From an optimization exercise on the open Yosys and OpenROAD flow, aimed at small area; shortcuts taken in it are not production practice. The RTL was checked by simulation tests, not by an equivalence proof against the original design. The clock port is modelled as an ideal driver, which makes a skipped or thinned clock tree look cheaper than it is; a real chip needs a root buffer or a tree. Power figures rest on the tool's default switching activity, not on a simulated workload.

==> module led_segment, before the edit <==
module led_segment(
    input clk,
    input rst,
    output digit_select,
    output reg [6:0] seg_led
    );
    reg [5:0] c;
    reg q0n, x, q7n;
    reg [6:2] qm;
    reg ds;
    wire cw = c[0] & ~c[1] & ~c[2] & ~c[3] & c[4];
    wire cfb = ~(c[0] ^ c[5]) ^ cw;
    always @(posedge clk or posedge rst) begin
        if (rst) c <= 6'd35;
        else c <= {c[4:0], cfb};
    end
    wire q0 = ~q0n;
    wire [7:2] qh = {~q7n, qm};
    wire [8:2] k;
    wire k1 = cw & q0;
    assign k[2] = k1 & ~x;           
    genvar i;
    generate for (i = 2; i < 8; i = i + 1) begin : qc
        assign k[i+1] = k[i] & qh[i];
    end endgenerate
    wire step = k[8];
    wire tog = cw & q0n;             
    wire [7:2] qhn = (qh ^ k[7:2]) | {5'b0, step};
    always @(posedge clk or posedge rst) begin
        if (rst) begin
            q0n <= 1'b0;
            x   <= 1'b0;
            qm  <= 5'd0;
            q7n <= 1'b0;
            ds  <= 1'b0;
        end else begin
            q0n <= q0n ^ cw;
            x   <= (x ^ tog) | step;
            qm  <= qhn[6:2];
            q7n <= ~qhn[7];
            ds  <= ds ^ tog;
        end
    end
    assign digit_select = ds;
    reg [2:0] uv, tv;
    reg t0;
    wire e0 = step & ds;              
    wire cu = e0 & uv[2] & ~uv[1];    
    wire e1 = cu & t0;                
    always @(posedge clk or posedge rst) begin
        if (rst) begin
            uv <= 3'd0;
            tv <= 3'd0;
            t0 <= 1'b0;
        end else begin
            if (e0) uv <= {uv[1:0], ~(uv[2] | uv[1])};
            if (e1) tv <= {tv[1:0], ~(tv[2] | tv[1])};
            t0 <= t0 ^ cu;
        end
    end
    wire [3:0] display = ds ? {tv, t0} : {uv, x};
    always @(*) begin
        case (display)
            4'b000_0: seg_led = 7'b0111111;
            4'b000_1: seg_led = 7'b0000110;
            4'b001_0: seg_led = 7'b1011011;
            4'b001_1: seg_led = 7'b1001111;
            4'b011_0: seg_led = 7'b1100110;
            4'b011_1: seg_led = 7'b1101101;
            4'b110_0: seg_led = 7'b1111101;
            4'b110_1: seg_led = 7'b0000111;
            4'b100_0: seg_led = 7'b1111111;
            4'b100_1: seg_led = 7'b1101111;
            default: seg_led = 7'bxxxxxxx;
        endcase
    end
endmodule
==> flow/config.mk <==
export PLATFORM = sky130hd
export DESIGN_NAME = seg_led_top
export DESIGN_NICKNAME = seg_led_top
export VERILOG_FILES = /design/flow/design.v
export SDC_FILE = /design/flow/constraint.sdc
export NUM_CORES = 4
export LEC_CHECK = 0
export CAP_MARGIN = 20
export CORE_AREA = 4 4 64 64
export DIE_AREA = 0 0 68 68
export SLEW_MARGIN = 20
==> flow/constraint.sdc <==
create_clock -name core_clock -period 40.0 [get_ports {clk}]
set_input_delay 8.0000 -clock core_clock [delete_from_list [all_inputs] [get_ports {clk}]]
set_output_delay 8.0000 -clock core_clock [all_outputs]
set_load 0.01 [all_outputs]
standard.sh (not shown) runs the stock make flow with config.mk's settings and CLKGATE_MAP_FILE= SYNTH_SCRIPT=/design/flow/synth_recipe.tcl, a recipe that flattens the netlist after the stock synthesis.
==> flow/flow/run.sh <==
#!/bin/bash
# Own layout flow: the standard ORFS flow (standard.sh), with these changes:
#  - synthesis runs the standard flow's own synthesis script (synth_recipe.tcl), but maps the
#    combinational logic with area-oriented ABC scripts (flow/abc/*.abc) in
#    place of ORFS's speed script; each script is tried (4 at a time, each in a
#    work folder of its own) and the smallest netlist is kept. Registers are
#    mapped before ABC runs, exactly as in the standard synthesis;
#  - the port buffers are the smallest buffer cell (buf_1);
#  - clock tree synthesis takes its arguments from flow/cts_args.txt, if present;
set -euo pipefail
W=$(pwd)
F=$W/flow
cat > $W/my_synth.tcl <<EOT
set ::my_abc_script \$::env(MY_ABC_SCRIPT)
proc my_fix_abc {n1 n2 op} {
  set i [lsearch -exact \$::abc_args -script]
  if { \$i >= 0 } { set ::abc_args [lreplace \$::abc_args [expr {\$i+1}] [expr {\$i+1}] \$::my_abc_script] }
}
trace add variable ::abc_args write my_fix_abc
source $W/synth_recipe.tcl
EOT
try_synth() {
  local s=$1 n=$(basename $1 .abc)
  MY_ABC_SCRIPT=$s bash standard.sh WORK_HOME=$W/try_$n SYNTH_SCRIPT=$W/my_synth.tcl ADDER_MAP_FILE= synth \
    > $W/synth_$n.log 2>&1 || true
}
running=0
for s in $F/abc/*.abc; do
  try_synth $s &
  running=$((running+1))
  if (( running >= 4 )); then wait -n || true; running=$((running-1)); fi
done
wait || true
best=""; bestarea=""
for s in $F/abc/*.abc; do
  n=$(basename $s .abc)
  st=$W/try_$n/reports/sky130hd/seg_led_top/base/synth_stat.txt
  [[ -f $W/try_$n/results/sky130hd/seg_led_top/base/1_synth.odb && -f $st ]] || continue
  a=$(awk '/Chip area for module/ {print $NF}' $st)
  echo "$n $a" >> $W/synth_areas.txt
  if [[ -z "$best" ]] || awk -v a=$a -v b=$bestarea 'BEGIN{exit !(a<b)}'; then best=$n; bestarea=$a; fi
done
echo "best $best $bestarea" >> $W/synth_areas.txt
rm -rf $W/orfs
mv $W/try_$best $W/orfs
for d in $W/try_*; do [[ -d $d ]] && rm -rf $d; done
EXTRA=()
if [[ -f $F/cts_args.txt ]]; then EXTRA+=("CTS_ARGS=$(cat $F/cts_args.txt)"); fi
if [[ -f $F/drop_root.tcl ]]; then EXTRA+=("POST_CTS_TCL=$F/drop_root.tcl"); fi
MY_ABC_SCRIPT=$F/abc/$best.abc bash standard.sh SYNTH_SCRIPT=$W/my_synth.tcl ADDER_MAP_FILE= \
  "BUFFER_PORTS_ARGS=-buffer_cell sky130_fd_sc_hd__buf_1" "${EXTRA[@]}" finish > $W/layout.log 2>&1
Other scripts of this flow, unchanged in this note and not shown: flow/flow/abc/dch_amap.abc, flow/flow/abc/dch_amap2.abc, flow/flow/abc/deepsyn_amap_1.abc, flow/flow/abc/deepsyn_amap_10.abc, flow/flow/abc/deepsyn_amap_11.abc, flow/flow/abc/deepsyn_amap_12.abc, flow/flow/abc/deepsyn_amap_2.abc, flow/flow/abc/deepsyn_amap_3.abc, flow/flow/abc/deepsyn_amap_4.abc, flow/flow/abc/deepsyn_amap_5.abc, flow/flow/abc/deepsyn_amap_6.abc, flow/flow/abc/deepsyn_amap_7.abc, flow/flow/abc/deepsyn_amap_8.abc, flow/flow/abc/deepsyn_amap_9.abc, flow/flow/abc/deepsyn_nf_1.abc, flow/flow/abc/deepsyn_nf_2.abc, flow/flow/cts_args.txt, flow/flow/drop_root.tcl
Then changed:
==> flow/design.v (replaced) <==
module led_segment(
    input clk,
    input rst,
    output digit_select,
    output reg [6:0] seg_led
    );
    reg [5:0] c;
    reg q0n, x, q7n;
    reg [6:2] qm;
    reg [3:1] u;
    reg [3:0] t;
    reg ds;
    wire cw = c[0] & ~c[1] & ~c[2] & ~c[3] & c[4];
    wire cfb = ~(c[0] ^ c[5]) ^ cw;
    always @(posedge clk or posedge rst) begin
        if (rst) c <= 6'd35;
        else c <= {c[4:0], cfb};
    end
    wire q0 = ~q0n;
    wire [7:2] qh = {~q7n, qm};
    wire [8:2] k;
    wire k1 = cw & q0;
    assign k[2] = k1 & ~x;           
    genvar i;
    generate for (i = 2; i < 8; i = i + 1) begin : qc
        assign k[i+1] = k[i] & qh[i];
    end endgenerate
    wire step = k[8];
    wire tog = cw & q0n;             
    wire [7:2] qhn = (qh ^ k[7:2]) | {5'b0, step};
    always @(posedge clk or posedge rst) begin
        if (rst) begin
            q0n <= 1'b0;
            x   <= 1'b0;
            qm  <= 5'd0;
            q7n <= 1'b0;
            ds  <= 1'b0;
        end else begin
            q0n <= q0n ^ cw;
            x   <= (x ^ tog) | step;
            qm  <= qhn[6:2];
            q7n <= ~qhn[7];
            ds  <= ds ^ tog;
        end
    end
    assign digit_select = ds;
    wire e0 = step & ds;
    wire cu = e0 & u[3];
    always @(posedge clk or posedge rst) begin
        if (rst) u <= 3'd0;
        else u <= u ^ {e0 & (u[3] | (u[1] & u[2])), e0 & u[1], e0 & ~u[3]};
    end
    wire e1 = cu & t[0];
    always @(posedge clk or posedge rst) begin
        if (rst) t <= 4'd0;
        else t <= t ^ {e1 & (t[3] | (t[1] & t[2])), e1 & t[1], e1 & ~t[3], cu};
    end
    wire [3:0] display = ds ? t : {u, x};
    always @(*) begin
        case (display)
            4'h0: seg_led = 7'b0111111;
            4'h1: seg_led = 7'b0000110;
            4'h2: seg_led = 7'b1011011;
            4'h3: seg_led = 7'b1001111;
            4'h4: seg_led = 7'b1100110;
            4'h5: seg_led = 7'b1101101;
            4'h6: seg_led = 7'b1111101;
            4'h7: seg_led = 7'b0000111;
            4'h8: seg_led = 7'b1111111;
            4'h9: seg_led = 7'b1101111;
            default: seg_led = 7'bxxxxxxx;
        endcase
    end
endmodule
module seg_led_top(
    input  clk,
    input  rst,
    output digit_select,
    output [6:0] seg_led
    );
led_segment seg(
   .clk          (clk),
   .rst          (rst),
   .digit_select (digit_select),
   .seg_led      (seg_led)
);
endmodule
=> Cell area climbs by 1.4%. Non-clock buffer count is unchanged. Hold slack gets worse by 0.012 ns. Via count is higher by 1.7%. Die area stays the same. First-iteration DRC count decreases by 50%. Power grows by 0.87%. Register-to-register slack improved by 0.11 ns. Global-route usage climbs by 0.14 points. Clock-buffer cell count is unchanged. Wire length stays flat.

-- separate check: timing with driven ports --
In the flow no input, the clock included, has a driving cell. The finished layouts below were timed again as built, in two steps. Step 1: set_driving_cell puts a clkbuf_16 on clk and a buf_2 on each other input, an assumption about the parent block. Step 2 adds t to the input delays and takes it off the output delays; t is the mean of the earliest and latest rising clock arrival at the registers after step 1. Input paths then give back, and output paths get back, about the clock's delay inside the block. a / b / c = ideal / step 1 / step 2; a / b = the first two.
run | t (ns) | setup WS [ns] | slew at the worst register clock pin (ns) | worst slew at a driven data input, ns
the first run | 0.190 | 30.020 / 29.994 / 30.183 | 0.11 / 0.11 | 0.03
the second run | 0.194 | 29.789 / 29.762 / 29.955 | 0.11 / 0.11 | 0.03
After both steps every run listed still meets setup and hold.
